This is an optimization exercise on Yosys and OpenROAD, whose aim is small area and a short achievable clock period, not a production implementation.
Function was checked by simulation only, so behaviour that the tests miss may differ from the original.
The flow treats the clock pin as an ideal source, which a real chip does not have.
Power and IR drop assume default switching activity.

==> flow/design.v (outline; a module is shown in full before it is edited, if it fits) <==
// module fp_mult: 2772 lines
// module fp_mult_fa: 4 lines
// module fp_mult_ha: 4 lines
module fp_mult(
input logic [31:0]    dataA,
input logic [31:0]    dataB,
input logic clock,
output logic [31:0]   result
);
  // ...
==> flow/flow/run.sh <==
#!/bin/bash
set -o pipefail
export BUFFER_PORTS_ARGS="-buffer_cell sky130_fd_sc_hd__buf_2"
export POST_CTS_TCL="$PWD/flow/skew.tcl"
export SKEW_CELL="${SKEW_CELL:-sky130_fd_sc_hd__clkdlybuf4s25_1}"
export SKEW_BUF="${SKEW_BUF:-sky130_fd_sc_hd__clkbuf_8}"
bash standard.sh > standard.log 2>&1
==> flow/flow/skew.tcl <==
set block [ord::get_db_block]
set db [ord::get_db]
set dly_master [$db findMaster $::env(SKEW_CELL)]
set buf_master [$db findMaster $::env(SKEW_BUF)]
set late {^(r2_|cl\$|s2\$|nan2\$|inf2\$|zero2\$|er2\\?\[|result\\?\[)}
set groups [dict create]
foreach inst [$block getInsts] {
  if {![regexp $late [$inst getName]]} continue
  set it [$inst findITerm CLK]
  if {$it eq "NULL" || $it eq ""} continue
  set net [$it getNet]
  dict lappend groups [$net getName] $it
}
set k 0
set moved 0
dict for {netname iterms} $groups {
  set net [$block findNet $netname]
  set mid_net [odb::dbNet_create $block "clk_late_mid_$k"]
  $mid_net setSigType CLOCK
  set late_net [odb::dbNet_create $block "clk_late_$k"]
  $late_net setSigType CLOCK
  set dly [odb::dbInst_create $block $dly_master "clk_late_dly_$k"]
  [$dly findITerm A] connect $net
  [$dly findITerm X] connect $mid_net
  set buf [odb::dbInst_create $block $buf_master "clk_late_buf_$k"]
  [$buf findITerm A] connect $mid_net
  [$buf findITerm X] connect $late_net
  set sx 0; set sy 0
  foreach it $iterms {
    $it disconnect
    $it connect $late_net
    set loc [[$it getInst] getLocation]
    set sx [expr {$sx + [lindex $loc 0]}]
    set sy [expr {$sy + [lindex $loc 1]}]
  }
  set n [llength $iterms]
  incr moved $n
  $dly setLocation [expr {$sx / $n}] [expr {$sy / $n}]
  $dly setPlacementStatus PLACED
  $buf setLocation [expr {$sx / $n}] [expr {$sy / $n}]
  $buf setPlacementStatus PLACED
  incr k
}
puts "skew: $moved registers on $k leaf nets moved behind $::env(SKEW_CELL) and $::env(SKEW_BUF)"
detailed_placement
check_placement -verbose
estimate_parasitics -placement
report_clock_skew
==> flow/standard.sh <==
#!/bin/bash
# synth_recipe.tcl (not shown) runs the flow's synth.tcl, then flattens the netlist and writes it again
# the make line also repeats each setting of config.mk as NAME=value (left out here)
make -C /OpenROAD-flow-scripts/flow DESIGN_CONFIG=/design/flow/config.mk WORK_HOME=/design/flow/orfs CLKGATE_MAP_FILE= SYNTH_SCRIPT=/design/flow/synth_recipe.tcl "${@:-finish}"
==> flow/config.mk <==
export PLATFORM = sky130hd
export DESIGN_NAME = fp_mult
export DESIGN_NICKNAME = fp_mult
export VERILOG_FILES = /design/flow/design.v
export SDC_FILE = /design/flow/constraint.sdc
export NUM_CORES = 4
export LEC_CHECK = 0
export CAP_MARGIN = 50
export CORE_MARGIN = 2
export CORE_UTILIZATION = 60
export HOLD_SLACK_MARGIN = 0.1
export SETUP_SLACK_MARGIN = 5
export SLEW_MARGIN = 60
export SYNTH_HIERARCHICAL = 1
==> flow/constraint.sdc <==
create_clock -name core_clock -period 9.0 [get_ports {clock}]
set_input_delay 1.8000 -clock core_clock [delete_from_list [all_inputs] [get_ports {clock}]]
set_output_delay 1.8000 -clock core_clock [all_outputs]
set_load 0.01 [all_outputs]
==> results_dict.tcl, run 1 <==
set metrics [dict create \
    ff2ff_path_depth 8 \
    drt-met1-wl_mm 22.2 \
    netSwitchingPower_mw 3.25 \
    drtAntennaViolNets 0 \
    place_area_um2 18800 \
    multi_input_area_share_pct 67.4 \
    synth_cell_types 69 \
    syn_to_final_growth_pct 9.43 \
    ios 97 \
    gr-usage-met1_pct 48.1 \
    crit_end "r2_28_1" \
    p_leak_nw 7.59 \
    stdcell_count 2140 \
    min_path_cells 2 \
    relSlewSlack_pct 55.8 \
    outcome "no timing/DRC/antenna violations" \
    timing.fmax_mhz 295 \
    drt-pass1-iter-count 6 \
    p_sw_share_pct 44.9 \
    gp_congestion 0.902 \
    hold_end "inf2" \
    grt-ovfl-total 0 \
    critical_path.cell_chain "buf_4, a22oi_1, xnor2_1, fa_1, fa_1, fa_1, fa_1, fa_1" \
    routed_wl_mm 53.7 \
    wl_met3_mm 6.14 \
    internal-power_mw 3.99 \
    p_comb_share_pct 66.3 \
    fillers 2370 \
    drt_iter0_drc 1510 \
    async_reset_ff_share_pct 0 \
    yosys_most_used_dff "dfxtp_1" \
    r2r_slack_ns 5.60 \
    drc 0 \
    p_clk_share_pct 14.8 \
    die_w_um 178 \
    cts_tree "yes" \
    die_area_um2 31600 \
    wl_per_cell_um 25.1 \
    maxCapViolCount 0 \
]
==> run 2: changes to the inputs <==
--- a/flow/config.mk
+++ b/flow/config.mk
@@ -7,7 +7,9 @@
 export LEC_CHECK = 0
 export CAP_MARGIN = 50
 export CORE_MARGIN = 2
-export CORE_UTILIZATION = 60
+export CORE_UTILIZATION = 40
+export CTS_CLUSTER_DIAMETER = 60
+export CTS_CLUSTER_SIZE = 30
 export HOLD_SLACK_MARGIN = 0.1
 export SETUP_SLACK_MARGIN = 5
 export SLEW_MARGIN = 60
==> results_dict.tcl, run 2 <==
set metrics [dict create \
    synthAdderAreaFrac_pct 34.6 \
    seq_area_um2 3940 \
    p_leak_nw 7.61 \
    report.power.total_mw 7.34 \
    fp.dieH_um 217 \
    core_area_um2 44400 \
    finalSetupViolations 0 \
    synth_cell_types 69 \
    grt_max_degree 29 \
    seqPwrFrac_pct 18.7 \
    worst_clock_skew_ns 0.458 \
    yosys_most_used_dff "dfxtp_1" \
    vias_per_cell 5.97 \
    clkSlewWorstSetupHoldPaths_ns 0.09 \
    synth_compound_area_share_pct 18.2 \
    synthTopCellsByArea "fa_1 (29%), dfxtp_1 (22%), xnor2_1 (14%), a22oi_1 (11%), ha_1 (5.4%)" \
    grt_pass1_wl_mm 85.6 \
    internal-power_mw 4.00 \
    synth-edff-count 0 \
    maxCapViolCount 0 \
    timing.fmax_mhz 310 \
    layout_common_cells "xnor2_1 (286), a22oi_1 (267), fa_1 (264), dfxtp_1 (190), buf_2 (96)" \
    top_register "result" \
    fin_crit_sh_pct 35.8 \
    ff2ff_path_depth 8 \
    synth_top_area_cell "fa_1" \
    top_regs "result: 32 flops, ma: 23 flops, er2: 9 flops" \
    place_hpwl_mm 35.5 \
    outcome "no timing/DRC/antenna violations" \
    drtAntennaViolNets 0 \
    hold_end "inf2" \
    synthMuxAreaShare_pct 0 \
    cp_max_fo 26 \
    grt-ovfl-total 0 \
    fillers 4083 \
    synth_top_area_share_pct 29.2 \
    rsz0062_at_grt "no" \
    drive_gt1_share_pct 13.1 \
    die_w_um 217 \
    largest_register_ffs 32 \
    cts_tree "yes" \
    die_area_um2 46900 \
    antenna_cells 0 \
    nets 2145 \
    vias 14000 \
    ys_warn_count 7 \
    finalMaxSlewViolations 0 \
    yosysMostFrequentCell "xnor2_1" \
    drc 0 \
    synth-simple-area-share_pct 5.71 \
    drt_iter0_drc 1472 \
    mostFrequentLayoutCell "xnor2_1" \
    synth-xor-area-share_pct 15.2 \
    p_clk_share_pct 14.7 \
    syn-num-nets 2117 \
    antenna_found_initial 0 \
    wl_per_cell_um 23.5 \
    cellPowerDensity_nw_per_um2 366 \
    syn-mean-instance-area_um2 10.6 \
    syn_to_final_growth_pct 11.0 \
    min_path_cells 2 \
    start_kind "flip-flop" \
    yosysSeqAreaShare_pct 21.7 \
    postSynthCellCount 1710 \
    setup-tns-final_ns 0 \
    multi_input_area_um2 13300 \
    drt-pass1-iter-count 5 \
    r2r_start "ma[8]" \
    routed_wl_mm 55.2 \
    cp.arrival_ns 4.03 \
    num_rows 77 \
    p_sw_share_pct 45.6 \
    cp.required_ns 9.81 \
    relSlewSlack_pct 58.3 \
    hold_violations 0 \
    period_minus_slack_ns 3.22 \
    gp_congestion 0.929 \
    ir_drop_uv 161 \
    cts_sinks 196 \
    synth_common_cells "xnor2_1 (286), a22oi_1 (267), fa_1 (264), dfxtp_1 (196), clkbuf_1 (141)" \
    numPortBuffers 96 \
    hold_class "reg2reg" \
    async_reset_ff_share_pct 0 \
    worstReg2RegEnd "r2_28_1" \
    start_util_pct 40.7 \
    max_slew.worst_pin.slew_ns 0.625 \
    p_comb_share_pct 66.7 \
    clk_latency_ns 0.92 \
    netSwitchingPower_mw 3.35 \
    synth_top_family_by_area "adder cells" \
    grt_pass1_vias 14800 \
    ios 97 \
    syn_area_um2 18100 \
    grtUsageTotal_pct 23.9 \
    criticalPathCategory "reg2reg" \
    end_kind "flip-flop" \
    min_from "eb1[0]" \
    synth-seq-cells 196 \
    r2r_slack_ns 5.78 \
]
## run 2: cell count changes in the layout (fill, tap and decap cells not counted), sizes merged
cell      delta
inv          +3
buf          +1
clkinvlp     -1
bufinv       -2
## run 2: logic make-up after synthesis
| kind of cell | Yosys count |
|---|---|
| buffers and inverters | 216 |
| XOR/XNOR | 314 |
| adder cells (fa/ha/maj) | 342 |
| AO/OA/AOI/OAI | 448 |
| AND/OR/NAND/NOR | 194 |
| flip-flops | 196 |
## run 2: per-layer routing
layer | GRT usage, % | vias to the layer above | part of all wire (%)
met5 | 0 | - | 0
met4 | 10.1 | 0 | 3.0
met3 | 6.13 | 140 | 9.8
met2 | 37.2 | 777 | 45
met1 | 31.5 | 7084 | 42
li1 | - | 5995 | -
## run 2: metrics by stage
stage	utilization [%]	setup WS, ns	instances	instance area (um^2)	hold slack (ns)
floorplan	-	5.21	1710	18100	0.414
global placement	42.9	4.86	2280	19000	0.431
detailed placement	42.9	5.36	2280	19100	0.428
global route	45.2	5.71	2343	20100	0.125
finish	45.2	5.78	2343	20100	0.111
## run 2: power groups by stage
stage	combinational [mW]	sequential, mW	clock [mW]
final	4.90	1.37	1.08
after global routing	5.53	1.39	1.14
after detailed placement	4.84	1.39	0
after global placement	4.70	1.39	0
after floorplan	3.47	1.36	0
## run 2: worst max path at each step
stage                          to   start  cells after the start
after floorplan           r2_25_1     bn6                      8
after global placement    r2_28_1  ma[18]                      7
after detailed placement  r2_23_1     bo0                      7
after global routing      r2_28_1  ma[13]                      8
final                     r2_28_1   ma[8]                      8
## run 2: critical path: stages, from the launching register on
cell and delay (ns):
dfxtp_1 0.31, buf_4 0.39, a22oi_1 0.19, xnor2_1 0.19
fa_1 0.63, fa_1 0.46, fa_1 0.41, fa_1 0.50
fa_1 0.47
## run 2: area by class of cell, clock buffers not listed
cell class	instances	area share (%)
well taps	592	3.69
clock inverters	15	1.03
repair buffers	154	4.78
multi-input cells	1298	66.4
plain buffers	26	1.54
inverters	45	0.841
flip-flops and latches	196	19.6
## run 2: Yosys stat by module, one instance, submodules excluded
module      times used  flops+latches  cells  area [um^2]
fp_mult_ha          21              0      1         12.5
fp_mult              1            196   1426        12600
fp_mult_fa         263              0      1         20.0
==> run 3: changes to the inputs <==
==> flow/flow/run.sh (replaced) <==
#!/bin/bash
set -o pipefail
export BUFFER_PORTS_ARGS="-buffer_cell sky130_fd_sc_hd__buf_2"
export POST_CTS_TCL="$PWD/flow/skew.tcl"
export SKEW_CELL="${SKEW_CELL:-sky130_fd_sc_hd__clkdlybuf4s50_1}"
export SKEW_BUF="${SKEW_BUF:-sky130_fd_sc_hd__clkbuf_8}"
bash standard.sh > standard.log 2>&1
--- a/flow/config.mk
+++ b/flow/config.mk
@@ -8,8 +8,6 @@
 export CAP_MARGIN = 50
 export CORE_MARGIN = 2
 export CORE_UTILIZATION = 40
-export CTS_CLUSTER_DIAMETER = 60
-export CTS_CLUSTER_SIZE = 30
 export HOLD_SLACK_MARGIN = 0.1
 export SETUP_SLACK_MARGIN = 5
 export SLEW_MARGIN = 60
==> results_dict.tcl, run 3 <==
set metrics [dict create \
    outcome "no timing/DRC/antenna violations" \
    nets 2158 \
    report.power.total_mw 7.36 \
    post-place-ws_ns 5.36 \
    layout_common_cells "xnor2_1 (286), a22oi_1 (267), fa_1 (264), dfxtp_1 (190), buf_2 (96)" \
    postSynthCellCount 1710 \
    multi_input_area_um2 13300 \
    ir_drop_uv 161 \
    hold_end "er2[5]" \
    routed_wl_mm 55.3 \
    synth-seq-cells 196 \
    period_minus_slack_ns 3.44 \
    num_rows 77 \
    hold_class "reg2reg" \
    wl_per_cell_um 23.5 \
    antenna_cells 0 \
    top_register "result" \
    hold_violations 0 \
    yosys_most_used_dff "dfxtp_1" \
    p_leak_nw 7.67 \
    mostFrequentLayoutCell "xnor2_1" \
    die_w_um 217 \
    synth_top_area_cell "fa_1" \
    vias_per_cell 5.96 \
    grtUsageTotal_pct 23.9 \
    finalSetupViolations 0 \
    synth_common_cells "xnor2_1 (286), a22oi_1 (267), fa_1 (264), dfxtp_1 (196), clkbuf_1 (141)" \
    criticalPathCategory "reg2out" \
    cts_sinks 196 \
    antenna_found_initial 0 \
    syn_area_um2 18100 \
    cts_tree "yes" \
    setup-tns-final_ns 0 \
    ys_warn_count 7 \
    timing.final.ws_setup_ns 5.56 \
    whs_ns 0.0862 \
    seqPwrFrac_pct 18.6 \
    p_clk_share_pct 14.9 \
    cp_max_fo 1 \
    syn-mean-instance-area_um2 10.6 \
    seq_area_um2 3940 \
    drtAntennaViolNets 0 \
    grt_pass1_vias 14800 \
    yosysSeqAreaShare_pct 21.7 \
    cp.required_ns 7.20 \
    vias 14000 \
    worst_clock_skew_ns 0.686 \
    relSlewSlack_pct 59.2 \
    min_path_cells 3 \
    r2r_start "bt11" \
    numPortBuffers 96 \
    grt_pass1_wl_mm 85.6 \
    timing.fmax_mhz 291 \
    cellPowerDensity_nw_per_um2 364 \
    netSwitchingPower_mw 3.34 \
    drt-pass1-iter-count 7 \
    ios 97 \
    drc 0 \
    start_kind "flip-flop" \
    synthTopCellsByArea "fa_1 (29%), dfxtp_1 (22%), xnor2_1 (14%), a22oi_1 (11%), ha_1 (5.4%)" \
    grt-ovfl-total 0 \
    async_reset_ff_share_pct 0 \
    place_area_um2 19100 \
    drive_gt1_share_pct 13.0 \
    p_comb_share_pct 66.5 \
    cp_slowest_cell "dfxtp_1" \
    gp_congestion 0.929 \
    start_util_pct 40.7 \
    rsz0062_at_grt "no" \
    fin_crit_sh_pct 38.2 \
    max_slew.worst_pin.slew_ns 0.612 \
    top_regs "result: 32 flops, ma: 23 flops, er2: 9 flops" \
    fin_area_um2 20200 \
    r2r_slack_ns 5.75 \
    syn-num-nets 2117 \
    worstReg2RegEnd "r2_28_1" \
    finalMaxSlewViolations 0 \
    cp.arrival_ns 1.64 \
    grt_max_degree 29 \
    critPathBufInv 1 \
    core_area_um2 44400 \
    synth-edff-count 0 \
    clkSlewWorstSetupHoldPaths_ns 0.09 \
    min_from "ea1[5]" \
    max_stage_delay_ns 0.37 \
    largest_register_ffs 32 \
    ff2ff_path_depth 8 \
    critical_path.cell_chain "buf_2" \
    syn_to_final_growth_pct 11.7 \
    drt_iter0_drc 1382 \
    end_kind "output pin" \
    place_hpwl_mm 35.5 \
    fp.dieH_um 217 \
    crit_family "flip-flops" \
    yosysMostFrequentCell "xnor2_1" \
    fillers 4082 \
    synth_cell_types 69 \
    synth_top_area_share_pct 29.2 \
    die_area_um2 46900 \
    p_sw_share_pct 45.4 \
    clk_latency_ns 1.15 \
    maxCapViolCount 0 \
    internal-power_mw 4.02 \
]
==> run 3: cell types whose count changed in the layout (fill, tap and decap cells not counted), sizes merged <==
cell and delta:
clkdlybuf4s25 -13, dlygate4sd3 +13, clkdlybuf4s50 +13
==> run 3: cell type report, clock buffers not listed <==
type	instances	share of cell area, %
Tap cell	592	3.66
Buffer	26	1.53
Inverter	45	0.835
Multi-Input combinational cell	1298	65.9
Clock inverter	15	1.03
Timing Repair Buffer	167	5.40
Sequential cell	196	19.5
==> run 3: worst max path at each step <==
stage	slack, ns	cells after the start	start	end
2_1_floorplan	5.21	8	bn6	r2_25_1
3_3_place_gp	4.86	7	ma[18]	r2_28_1
3_5_place_dp	5.36	7	bo0	r2_23_1
5_1_grt	5.52	1	result[22]	result[22]
6_report	5.56	1	result[22]	result[22]
==> run 3: logic make-up (layout without fill, tap and decap cells) <==
logic type | after synthesis | count (layout) | share of synthesized area, %
simple gates | 194 | 194 | 5.71
compound gates | 448 | 448 | 18.2
flops | 196 | 196 | 21.7
xor+xnor | 314 | 314 | 15.2
fa+ha+maj | 342 | 342 | 34.6
buf+inv | 216 | 270 | 4.65
==> run 3: Yosys stat by module (local to each module, per instance) <==
| module | flops+latches | times used | cell area (um^2) |
|---|---|---|---|
| fp_mult | 196 | 1 | 12600 |
| fp_mult_fa | 0 | 263 | 20.0 |
| fp_mult_ha | 0 | 21 | 12.5 |
==> run 3: worst min-delay path: stages (launching register included) <==
cell and delay (ns):
dfxtp_1 0.37, ha_1 0.18, nor2_1 0.05, nor2_1 0.08
==> run 3: per-layer routing <==
| layer | track usage [%] | routed length [um] | share of wire [%] | vias up |
|---|---|---|---|---|
| li1 | - | - | - | 6024 |
| met1 | 31.6 | 22900 | 41 | 7065 |
| met2 | 37.2 | 25100 | 45 | 830 |
| met3 | 6.01 | 5710 | 10 | 123 |
| met4 | 10.1 | 1540 | 2.8 | 0 |
| met5 | 0 | 0 | 0 | - |
==> run 3: power groups by stage <==
stage | Clock, mW | Sequential (mW) | Combinational [mW]
floorplan | 0 | 1.36 | 3.47
global placement | 0 | 1.39 | 4.70
detailed placement | 0 | 1.39 | 4.84
global route | 1.16 | 1.39 | 5.54
finish | 1.10 | 1.37 | 4.90
==> run 3: through the flow <==
step	std cells	utilization [%]
2_1_floorplan	1710	-
3_3_place_gp	2280	42.9
3_5_place_dp	2280	42.9
5_1_grt	2356	45.5
6_report	2356	45.5
==> run 4: changes to the inputs <==
==> flow/flow/run.sh (replaced) <==
#!/bin/bash
set -o pipefail
export BUFFER_PORTS_ARGS="-buffer_cell sky130_fd_sc_hd__buf_2"
export POST_CTS_TCL="$PWD/flow/skew.tcl"
export SKEW_R2="${SKEW_R2:-sky130_fd_sc_hd__clkdlybuf4s18_1 sky130_fd_sc_hd__clkdlybuf4s15_1 sky130_fd_sc_hd__clkbuf_8}"
export SKEW_R3="${SKEW_R3:-sky130_fd_sc_hd__clkdlybuf4s15_1 sky130_fd_sc_hd__clkbuf_8}"
bash standard.sh > standard.log 2>&1
==> flow/flow/skew.tcl (replaced) <==
set block [ord::get_db_block]
set db [ord::get_db]
set rank2 {^(r2_|cl\$|s2\$|nan2\$|inf2\$|zero2\$|er2\\?\[)}
set rank3 {^result\\?\[}
set groups [dict create]
foreach inst [$block getInsts] {
  set nm [$inst getName]
  if {[regexp $rank2 $nm]} {
    set r 2
  } elseif {[regexp $rank3 $nm]} {
    set r 3
  } else {
    continue
  }
  set it [$inst findITerm CLK]
  if {$it eq "NULL" || $it eq ""} continue
  dict lappend groups "$r [[$it getNet] getName]" $it
}
set k 0
set moved 0
dict for {key iterms} $groups {
  lassign $key r netname
  set net [$block findNet $netname]
  set sx 0; set sy 0
  foreach it $iterms {
    set loc [[$it getInst] getLocation]
    set sx [expr {$sx + [lindex $loc 0]}]
    set sy [expr {$sy + [lindex $loc 1]}]
  }
  set n [llength $iterms]
  set x [expr {$sx / $n}]
  set y [expr {$sy / $n}]
  set j 0
  foreach cell $::env(SKEW_R$r) {
    set out [odb::dbNet_create $block "clk_skew_net_${k}_$j"]
    $out setSigType CLOCK
    set c [odb::dbInst_create $block [$db findMaster $cell] "clk_skew_${k}_$j"]
    [$c findITerm A] connect $net
    [$c findITerm X] connect $out
    $c setLocation $x $y
    $c setPlacementStatus PLACED
    set net $out
    incr j
  }
  foreach it $iterms {
    $it disconnect
    $it connect $net
  }
  incr moved $n
  incr k
}
puts "skew: $moved registers in $k groups; rank 2 behind $::env(SKEW_R2); rank 3 behind $::env(SKEW_R3)"
detailed_placement
check_placement -verbose
estimate_parasitics -placement
report_clock_skew
==> results_dict.tcl, run 4 <==
set metrics [dict create \
    wl_per_cell_um 23.4 \
    cp_max_fo 25 \
    cts_sinks 196 \
    die_area_um2 46900 \
    syn-num-nets 2117 \
    grt_pass1_vias 15000 \
    cellPowerDensity_nw_per_um2 368 \
    numPortBuffers 96 \
    yosysSeqAreaShare_pct 21.7 \
    outcome "no timing/DRC/antenna violations" \
    hold_end "nan2" \
    relSlewSlack_pct 59.2 \
    worstReg2RegEnd "r2_28_1" \
    synth_cell_types 69 \
    grt_max_degree 29 \
    syn-mean-instance-area_um2 10.6 \
    drc 0 \
    yosys_most_used_dff "dfxtp_1" \
    async_reset_ff_share_pct 0 \
    yosysMostFrequentCell "xnor2_1" \
    worst_clock_skew_ns 0.566 \
    nets 2167 \
    die_w_um 217 \
    r2r_start "bt11" \
    wl_met2_mm 25.0 \
    gp_congestion 0.929 \
    cp.arrival_ns 4.28 \
    drtAntennaViolNets 0 \
    fin_crit_sh_pct 37.3 \
    top_regs "result: 32 flops, ma: 23 flops, er2: 9 flops" \
    hold_class "reg2reg" \
    clk_latency_ns 1.03 \
    synth_common_cells "xnor2_1 (286), a22oi_1 (267), fa_1 (264), dfxtp_1 (196), clkbuf_1 (141)" \
    grt_pass1_wl_mm 86.0 \
    finalMaxSlewViolations 0 \
    place_hpwl_mm 35.5 \
    postSynthCellCount 1710 \
    largest_register_ffs 32 \
    top_register "result" \
    vias 14100 \
    period_minus_slack_ns 3.36 \
    min_from "ea1[0]" \
    syn_to_final_growth_pct 12.3 \
    synth_top_area_share_pct 29.2 \
    vias_per_cell 5.94 \
    finalSetupViolations 0 \
    cts_tree "yes" \
    max_slew.worst_pin.slew_ns 0.612 \
    fp.dieH_um 217 \
    start_kind "flip-flop" \
    drt_iter0_drc 1454 \
    antenna_found_initial 0 \
    synth-seq-cells 196 \
    drt-pass1-iter-count 7 \
    layout_common_cells "xnor2_1 (286), a22oi_1 (267), fa_1 (264), dfxtp_1 (190), buf_2 (96)" \
    num_rows 77 \
    ir_drop_uv 161 \
    ys_warn_count 7 \
    ios 97 \
    maxCapViolCount 0 \
    antenna_cells 0 \
    routed_wl_mm 55.3 \
    core_area_um2 44400 \
    synth-edff-count 0 \
    top_layer "met4" \
    report.power.total_mw 7.47 \
    p_leak_nw 7.73 \
    setup-tns-final_ns 0 \
    criticalPathCategory "reg2reg" \
    ff2ff_path_depth 8 \
    r2r_slack_ns 5.64 \
    grtUsageTotal_pct 24.0 \
    start_util_pct 40.7 \
    drive_gt1_share_pct 13.1 \
    min_path_cells 3 \
    synth_top_area_cell "fa_1" \
    synthTopCellsByArea "fa_1 (29%), dfxtp_1 (22%), xnor2_1 (14%), a22oi_1 (11%), ha_1 (5.4%)" \
    end_kind "flip-flop" \
    timing.fmax_mhz 298 \
    rsz0062_at_grt "no" \
    hold_violations 0 \
    syn_area_um2 18100 \
    cp.required_ns 9.92 \
    wl_met3_mm 5.66 \
    clkSlewWorstSetupHoldPaths_ns 0.09 \
    mostFrequentLayoutCell "xnor2_1" \
    grt-ovfl-total 0 \
    drt-met1-wl_mm 23.1 \
    whs_ns 0.113 \
]
==> run 4: worst max-delay path, stage by stage (launching register included) <==
cell and delay, ns:
dfxtp_1 0.30, dlygate4sd3_1 0.54, buf_4 0.36, a22oi_1 0.14, fa_1 0.59, fa_1 0.46
fa_1 0.41, fa_1 0.50, fa_1 0.47
==> run 4: worst max-delay path by stage <==
stage                start  cells after the start  endpoint  slack [ns]
finish                bt11                      8   r2_28_1        5.64
global placement    ma[18]                      7   r2_28_1        4.86
detailed placement     bo0                      7   r2_23_1        5.36
floorplan              bn6                      8   r2_25_1        5.21
global route          bt11                      8   r2_28_1        5.59
==> run 4: stage by stage <==
step | instances | util, % | setup slack (ns) | area (um^2)
6_report | 2365 | 45.7 | 5.64 | 20300
5_1_grt | 2365 | 45.7 | 5.59 | 20300
3_5_place_dp | 2280 | 42.9 | 5.36 | 19100
3_3_place_gp | 2280 | 42.9 | 4.86 | 19000
2_1_floorplan | 1710 | - | 5.21 | 18100
==> run 4: cell type report, clock buffers not listed <==
class                   count  area, um^2
clock inverters            15         208
multi-input cells        1298       13300
flip-flops and latches    196        3940
well taps                 592         741
fillers                  4068       24100
inverters                  45         169
plain buffers              44         500
repair buffers            158        1000
==> run 4: per-module statistics from Yosys (local to each module, per instance) <==
module | cell area, um^2 | times used | flops+latches | cells
fp_mult_ha | 12.5 | 21 | 0 | 1
fp_mult | 12600 | 1 | 196 | 1426
fp_mult_fa | 20.0 | 263 | 0 | 1
==> run 4: where the power goes <==
part | switching (mW) | total (mW) | internal [mW]
Combinational | 2.74 | 4.90 | 2.17
Clock | 0.509 | 1.20 | 0.692
Sequential | 0.130 | 1.37 | 1.24
Total | 3.38 | 7.47 | 4.10
==> run 4: cells by family after synthesis <==
kind of cell,Yosys count,synth area share [%]
fa+ha+maj,342,34.6
simple gates,194,5.71
flops,196,21.7
buf+inv,216,4.65
xor+xnor,314,15.2
compound gates,448,18.2
==> run 4: layer usage <==
| metal | vias to the layer above | GRT usage (%) |
|---|---|---|
| met5 | - | 0 |
| met1 | 7071 | 31.6 |
| met3 | 132 | 6.13 |
| li1 | 6038 | - |
| met2 | 813 | 37.3 |
| met4 | 0 | 10.5 |
==> run 5: changes to the inputs <==
--- a/flow/flow/skew.tcl
+++ b/flow/flow/skew.tcl
@@ -1,7 +1,7 @@
 set block [ord::get_db_block]
 set db [ord::get_db]
-set rank2 {^(r2_|cl\$|s2\$|nan2\$|inf2\$|zero2\$|er2\\?\[)}
-set rank3 {^result\\?\[}
+set rank2 {^r2_(1[7-9]|2[0-9]|3[0-7])_}
+set rank3 {^(r2_|cl\$|s2\$|nan2\$|inf2\$|zero2\$|er2\\?\[|result\\?\[)}
 set groups [dict create]
 foreach inst [$block getInsts] {
   set nm [$inst getName]
==> results_dict.tcl, run 5 <==
set metrics [dict create \
    fp.dieH_um 217 \
    drt-pass1-iter-count 6 \
    clkSlewWorstSetupHoldPaths_ns 0.09 \
    numPortBuffers 96 \
    grt_pass1_wl_mm 85.9 \
    worstReg2RegEnd "r2_28_1" \
    die_w_um 217 \
    seqPwrFrac_pct 18.4 \
    start_kind "flip-flop" \
    hold_class "reg2reg" \
    criticalPathCategory "reg2out" \
    crit_family "flip-flops" \
    timing.fmax_mhz 319 \
    place_hpwl_mm 35.5 \
    cp_max_fo 1 \
    synthTopCellsByArea "fa_1 (29%), dfxtp_1 (22%), xnor2_1 (14%), a22oi_1 (11%), ha_1 (5.4%)" \
    cts_tree "yes" \
    drc 0 \
    end_kind "output pin" \
    postSynthCellCount 1710 \
    p_leak_nw 7.68 \
    cp_slowest_cell "dfxtp_1" \
    async_reset_ff_share_pct 0 \
    routed_wl_mm 55.4 \
    core_area_um2 44400 \
    synth_common_cells "xnor2_1 (286), a22oi_1 (267), fa_1 (264), dfxtp_1 (196), clkbuf_1 (141)" \
    syn_to_final_growth_pct 11.7 \
    hold_end "s2" \
    top_regs "result: 32 flops, ma: 23 flops, er2: 9 flops" \
    r2r_start "ma[8]" \
    max_slew.worst_pin.slew_ns 0.610 \
    drive_gt1_share_pct 13.2 \
    wl_per_cell_um 23.5 \
    yosys_most_used_dff "dfxtp_1" \
    syn-mean-instance-area_um2 10.6 \
    maxCapViolCount 0 \
    clk_latency_ns 1.04 \
    p_clk_share_pct 15.7 \
    ff2ff_path_depth 8 \
    fillers 4076 \
    ir_drop_uv 161 \
    critPathBufInv 1 \
    final_util_pct 45.5 \
    min_from "sb1" \
    grt_max_degree 29 \
    p_comb_share_pct 65.8 \
    setup-tns-final_ns 0 \
    place_inst 2280 \
    worst_clock_skew_ns 0.571 \
    antenna_found_initial 0 \
    cts_sinks 196 \
    stdcell_count 2354 \
    cp.arrival_ns 1.34 \
    antenna_cells 0 \
    internal-power_mw 4.07 \
    min_path_cells 1 \
    drt_iter0_drc 1528 \
    critical_path.cell_chain "buf_2" \
    synth_cell_types 69 \
    start_util_pct 40.7 \
    fin_crit_sh_pct 34.9 \
    rsz0062_at_grt "no" \
    gp_congestion 0.929 \
    finalMaxSlewViolations 0 \
    outcome "no timing/DRC/antenna violations" \
    top_register "result" \
    grtUsageTotal_pct 24.0 \
    mostFrequentLayoutCell "xnor2_1" \
    period_minus_slack_ns 3.14 \
    vias_per_cell 5.99 \
    largest_register_ffs 32 \
    die_area_um2 46900 \
    drtAntennaViolNets 0 \
    yosysSeqAreaShare_pct 21.7 \
    synth_top_area_share_pct 29.2 \
    r2r_slack_ns 5.88 \
    yosysMostFrequentCell "xnor2_1" \
    grt-ovfl-total 0 \
    layout_common_cells "xnor2_1 (286), a22oi_1 (267), fa_1 (264), dfxtp_1 (190), buf_2 (96)" \
    synth_top_area_cell "fa_1" \
    num_rows 77 \
    ys_warn_count 7 \
    syn_area_um2 18100 \
    synth-seq-cells 196 \
    netSwitchingPower_mw 3.37 \
    grt_pass1_vias 14900 \
    nets 2156 \
    hold_violations 0 \
    syn-num-nets 2117 \
    synth-edff-count 0 \
    max_stage_delay_ns 0.36 \
    finalSetupViolations 0 \
    ios 97 \
    vias 14100 \
    cp.required_ns 7.20 \
    p_sw_share_pct 45.3 \
    relSlewSlack_pct 59.3 \
    cellPowerDensity_nw_per_um2 368 \
]
[run 5: through the flow]
stage          hold WS, ns  worst slack (ns)  power (mW)  instance area (um^2)
5_1_grt              0.108              5.76        8.16                 20200
6_report            0.0847              5.86        7.44                 20200
3_5_place_dp         0.428              5.36        6.23                 19100
3_3_place_gp         0.431              4.86        6.09                 19000
2_1_floorplan        0.414              5.21        4.84                 18100
[run 5: cell families after synthesis]
group           synth area share (%)
flops                           21.7
xor+xnor                        15.2
buf+inv                         4.65
fa+ha+maj                       34.6
simple gates                    5.71
compound gates                  18.2
[run 5: area by class of cell, clock buffers not listed]
class / count / area, um^2 / share of cell area, %
sequential: 196 / 3940 / 19.5
inverter: 45 / 169 / 0.836
timing repair buffer: 152 / 941 / 4.66
tap: 592 / 741 / 3.67
buffer: 39 / 450 / 2.23
clock inverter: 15 / 208 / 1.03
multi-input combinational: 1298 / 13300 / 66.0
[run 5: power groups by stage]
stage / clock (mW) / combinational (mW) / sequential [mW]
2_1_floorplan: 0 / 3.47 / 1.36
3_3_place_gp: 0 / 4.70 / 1.39
3_5_place_dp: 0 / 4.84 / 1.39
5_1_grt: 1.24 / 5.53 / 1.39
6_report: 1.17 / 4.89 / 1.37
[run 5: per-layer routing]
| metal | routed length, um | global-route usage [%] | part of all wire [%] | vias up |
|---|---|---|---|---|
| met5 | 0 | 0 | 0 | - |
| met4 | 1580 | 10.3 | 2.8 | 0 |
| met3 | 5670 | 5.98 | 10 | 131 |
| met2 | 25100 | 37.3 | 45 | 829 |
| met1 | 23000 | 31.7 | 42 | 7117 |
| li1 | - | - | - | 6013 |
[run 5: worst reg2reg max path: stages, from the launching register on]
cell,delay (ns)
dfxtp_1,0.31
buf_4,0.40
a22oi_1,0.20
xnor2_1,0.18
fa_1,0.63
fa_1,0.46
fa_1,0.41
fa_1,0.50
fa_1,0.47
[run 5: worst max-delay path by stage]
stage | from | cells after the start | end
floorplan | bn6 | 8 | r2_25_1
global placement | ma[18] | 7 | r2_28_1
detailed placement | bo0 | 7 | r2_23_1
global route | r2_32_0 | 9 | result[0]
finish | result[22] | 1 | result[22]
[run 5: modules after synthesis (local to each module, per instance)]
| module | cell area [um^2] | flops+latches |
|---|---|---|
| fp_mult_ha | 12.5 | 0 |
| fp_mult_fa | 20.0 | 0 |
| fp_mult | 12600 | 196 |
==> run 6: changes to the inputs <==
==> flow/flow/run.sh (replaced) <==
#!/bin/bash
set -o pipefail
export BUFFER_PORTS_ARGS="-buffer_cell sky130_fd_sc_hd__buf_2"
export PRE_CTS_TCL="$PWD/flow/skew.tcl"
export SKEW_CELL="sky130_fd_sc_hd__clkdlybuf4s25_1"
bash standard.sh > standard.log 2>&1
==> flow/flow/skew.tcl (replaced) <==
set block [ord::get_db_block]
set db [ord::get_db]
set clk_net [$block findNet clock]
set dly_master [$db findMaster $::env(SKEW_CELL)]
set late_net [odb::dbNet_create $block clk_late]
$late_net setSigType CLOCK
set dly [odb::dbInst_create $block $dly_master clk_late_dly]
[$dly findITerm A] connect $clk_net
[$dly findITerm X] connect $late_net
set n 0
set sx 0
set sy 0
foreach inst [$block getInsts] {
  set nm [$inst getName]
  if {![regexp {^(r2_|cl\$|s2\$|nan2\$|inf2\$|zero2\$|er2\[|result\[)} $nm]} continue
  set it [$inst findITerm CLK]
  if {$it eq "NULL" || $it eq ""} continue
  $it disconnect
  $it connect $late_net
  set loc [$inst getLocation]
  incr sx [lindex $loc 0]
  incr sy [lindex $loc 1]
  incr n
}
puts "skew: $n registers moved to clk_late"
$dly setLocation [expr {$sx / $n}] [expr {$sy / $n}]
$dly setPlacementStatus PLACED
--- a/flow/config.mk
+++ b/flow/config.mk
@@ -8,7 +8,6 @@
 export CAP_MARGIN = 50
 export CORE_MARGIN = 2
 export CORE_UTILIZATION = 40
-export HOLD_SLACK_MARGIN = 0.1
 export SETUP_SLACK_MARGIN = 5
 export SLEW_MARGIN = 60
 export SYNTH_HIERARCHICAL = 1
==> results_dict.tcl, run 6 <==
set metrics [dict create \
    syn_area_um2 18100 \
    top_register "result" \
    place_hpwl_mm 35.5 \
    postSynthCellCount 1710 \
    ios 97 \
    criticalPathCategory "reg2reg" \
    grtUsageTotal_pct 24.4 \
    met2_usage_pct 37.5 \
    start_util_pct 40.7 \
    report.power.total_mw 7.46 \
    end_kind "flip-flop" \
    post-place-ws_ns 5.36 \
    hold_buffers 0 \
    antenna_found_initial 0 \
    hold_class "reg2reg" \
    nets 2130 \
    outcome "no timing/DRC/antenna violations" \
    wl_per_cell_um 23.8 \
    gr-usage-met3_pct 7.06 \
    drtAntennaViolNets 0 \
    grt-ovfl-total 0 \
    stdcell_count 2335 \
    worst_clock_skew_ns 0.128 \
    rsz0062_at_grt "no" \
    finalMaxSlewViolations 0 \
    relSlewSlack_pct 59.1 \
    timing.final.ws_setup_ns 5.39 \
    die_w_um 217 \
    gp_congestion 0.929 \
    drc 0 \
    grt_max_degree 29 \
    max_slew.worst_pin.slew_ns 0.613 \
    synth_top_area_cell "fa_1" \
    ff2ff_path_depth 8 \
    ys_warn_count 7 \
    finalSetupViolations 0 \
    maxCapViolCount 0 \
    clkSlewWorstSetupHoldPaths_ns 0.07 \
    busiest_layer "met2" \
    synth_cell_types 69 \
    place_inst 2280 \
    grt_pass1_wl_mm 86.4 \
    yosys_most_used_dff "dfxtp_1" \
    syn-num-nets 2117 \
    largest_register_ffs 32 \
    cts_resized 0 \
    cp_max_fo 26 \
    cp.arrival_ns 4.43 \
    setup-tns-final_ns 0 \
    numPortBuffers 96 \
    timing.fmax_mhz 277 \
    grt_pass1_vias 14800 \
    hold_violations 0 \
    clk_latency_ns 0.95 \
    antenna_cells 0 \
    p_leak_nw 7.63 \
    fillers 4092 \
    syn-mean-instance-area_um2 10.6 \
    r2r_start "ma[8]" \
    multi_input_area_um2 13300 \
    num_rows 77 \
    crit_start "ma[8]" \
    vias 14000 \
    cp.required_ns 9.82 \
    drt-pass1-iter-count 7 \
    gr-usage-met1_pct 31.8 \
    cellPowerDensity_nw_per_um2 371 \
    die_area_um2 46900 \
    crit_end "r2_28_1" \
    r2r_slack_ns 5.39 \
    drt_iter0_drc 1643 \
    synth-edff-count 0 \
    synth_top_area_share_pct 29.2 \
    min_from "sb1" \
    routed_wl_mm 55.6 \
    synthTopCellsByArea "fa_1 (29%), dfxtp_1 (22%), xnor2_1 (14%), a22oi_1 (11%), ha_1 (5.4%)" \
    yosysSeqAreaShare_pct 21.7 \
    mostFrequentLayoutCell "xnor2_1" \
    async_reset_ff_share_pct 0 \
    seq_area_um2 3940 \
    yosysMostFrequentCell "xnor2_1" \
    worstReg2RegEnd "r2_28_1" \
    post_cts_buffers 0 \
    cts_tree "yes" \
    drive_gt1_share_pct 13.5 \
    vias_per_cell 5.98 \
    layout_common_cells "xnor2_1 (286), a22oi_1 (267), fa_1 (264), dfxtp_1 (190), buf_2 (96)" \
    fin_crit_sh_pct 40.1 \
    top_regs "result: 32 flops, ma: 23 flops, er2: 9 flops" \
    fp.dieH_um 217 \
    fin_area_um2 20100 \
    syn_to_final_growth_pct 11.1 \
    core_area_um2 44400 \
    start_kind "flip-flop" \
    ir_drop_uv 183 \
    synth_common_cells "xnor2_1 (286), a22oi_1 (267), fa_1 (264), dfxtp_1 (196), clkbuf_1 (141)" \
    place_area_um2 19100 \
    synth-seq-cells 196 \
    period_minus_slack_ns 3.61 \
]
run 6: metal layers:
| layer | share of wire (%) | routed length [um] |
|---|---|---|
| met2 | 45 | 24900 |
| met5 | 0 | 0 |
| met1 | 41 | 23100 |
| met3 | 10 | 5800 |
| met4 | 3.3 | 1840 |
run 6: layout make-up, clock buffers not listed:
type	instances	area share, %
multi-input cells	1298	66.3
clock inverters	22	1.16
plain buffers	1	0.0498
well taps	592	3.68
inverters	45	0.840
repair buffers	150	4.49
flip-flops and latches	196	19.6
run 6: worst max-delay path, cell delays in order, from the launching register on:
cell and delay (ns):
dfxtp_1 0.31, buf_4 0.39, a22oi_1 0.19, xnor2_1 0.19, fa_1 0.65, fa_1 0.46
fa_1 0.41, fa_1 0.50, fa_1 0.47
run 6: where the power goes:
| part | total [mW] | internal (mW) | switching [mW] |
|---|---|---|---|
| clock network | 1.19 | 0.687 | 0.502 |
| registers | 1.37 | 1.24 | 0.134 |
| logic | 4.89 | 2.16 | 2.73 |
| total | 7.46 | 4.09 | 3.37 |
run 6: how the worst min path moves through the flow:
stage / end / cells after the start
2_1_floorplan: result[31] / 1
3_3_place_gp: result[31] / 1
3_5_place_dp: result[31] / 1
4_1_cts: s2 / 1
5_1_grt: s2 / 1
6_report: s2 / 1
run 6: through the flow:
| stage | hold slack (ns) | util [%] |
|---|---|---|
| 3_3_place_gp | 0.431 | 42.9 |
| 5_1_grt | 0.396 | 45.3 |
| 6_report | 0.349 | 45.3 |
| 4_1_cts | 0.392 | 45.2 |
| 2_1_floorplan | 0.414 | - |
| 3_5_place_dp | 0.428 | 42.9 |
run 6: Yosys stat by module, one instance, submodules excluded:
module	cell area [um^2]	flops+latches	cells inside	times used
fp_mult_fa	20.0	0	1	263
fp_mult	12600	196	1426	1
fp_mult_ha	12.5	0	1	21
run 6: kinds of logic after synthesis:
logic type      after synthesis  synth area share (%)
buf+inv                     216                  4.65
simple gates                194                  5.71
compound gates              448                  18.2
fa+ha+maj                   342                  34.6
flops                       196                  21.7
xor+xnor                    314                  15.2

static timing again, ports no longer ideal:
In the flow no input, the clock included, has a driving cell. The finished layouts below were timed again as built, in two steps. Step 1 sets driving cells, clkbuf_16 on the clock port and buf_2 on the other inputs (assumed; they add their load-dependent delay and slew). Step 2, shift: input delay + t, output delay - t, t = (earliest + latest rising clock arrival at the registers) / 2. This alone moves slack from input paths to output paths. Three values: no drivers, after step 1, after step 2; two values: the first two.
run | t, ns | slack for setup (ns) | worst setup path after step 2 | clock arrival spread, ns | cell pins on the clock port's net
run 1 | 0.705 | 5.605 / 5.605 / 5.605 | register to register | 0.450 / 0.450 | 1
run 2 | 0.746 | 5.778 / 5.732 / 5.778 | register to register | 0.460 / 0.460 | 1
run 3 | 0.858 | 5.563 / 5.510 / 5.746 | register to register | 0.686 / 0.687 | 1
run 4 | 0.799 | 5.642 / 5.642 / 5.642 | register to register | 0.567 / 0.567 | 1
run 5 | 0.804 | 5.862 / 5.808 / 5.877 | register to register | 0.571 / 0.572 | 1
run 6 | 0.952 | 5.389 / 5.389 / 5.389 | register to register | 0.128 / 0.128 | 2
Clock arrivals are far apart in 5 of these runs, so t is only a midpoint there and step 2 fits no single register.
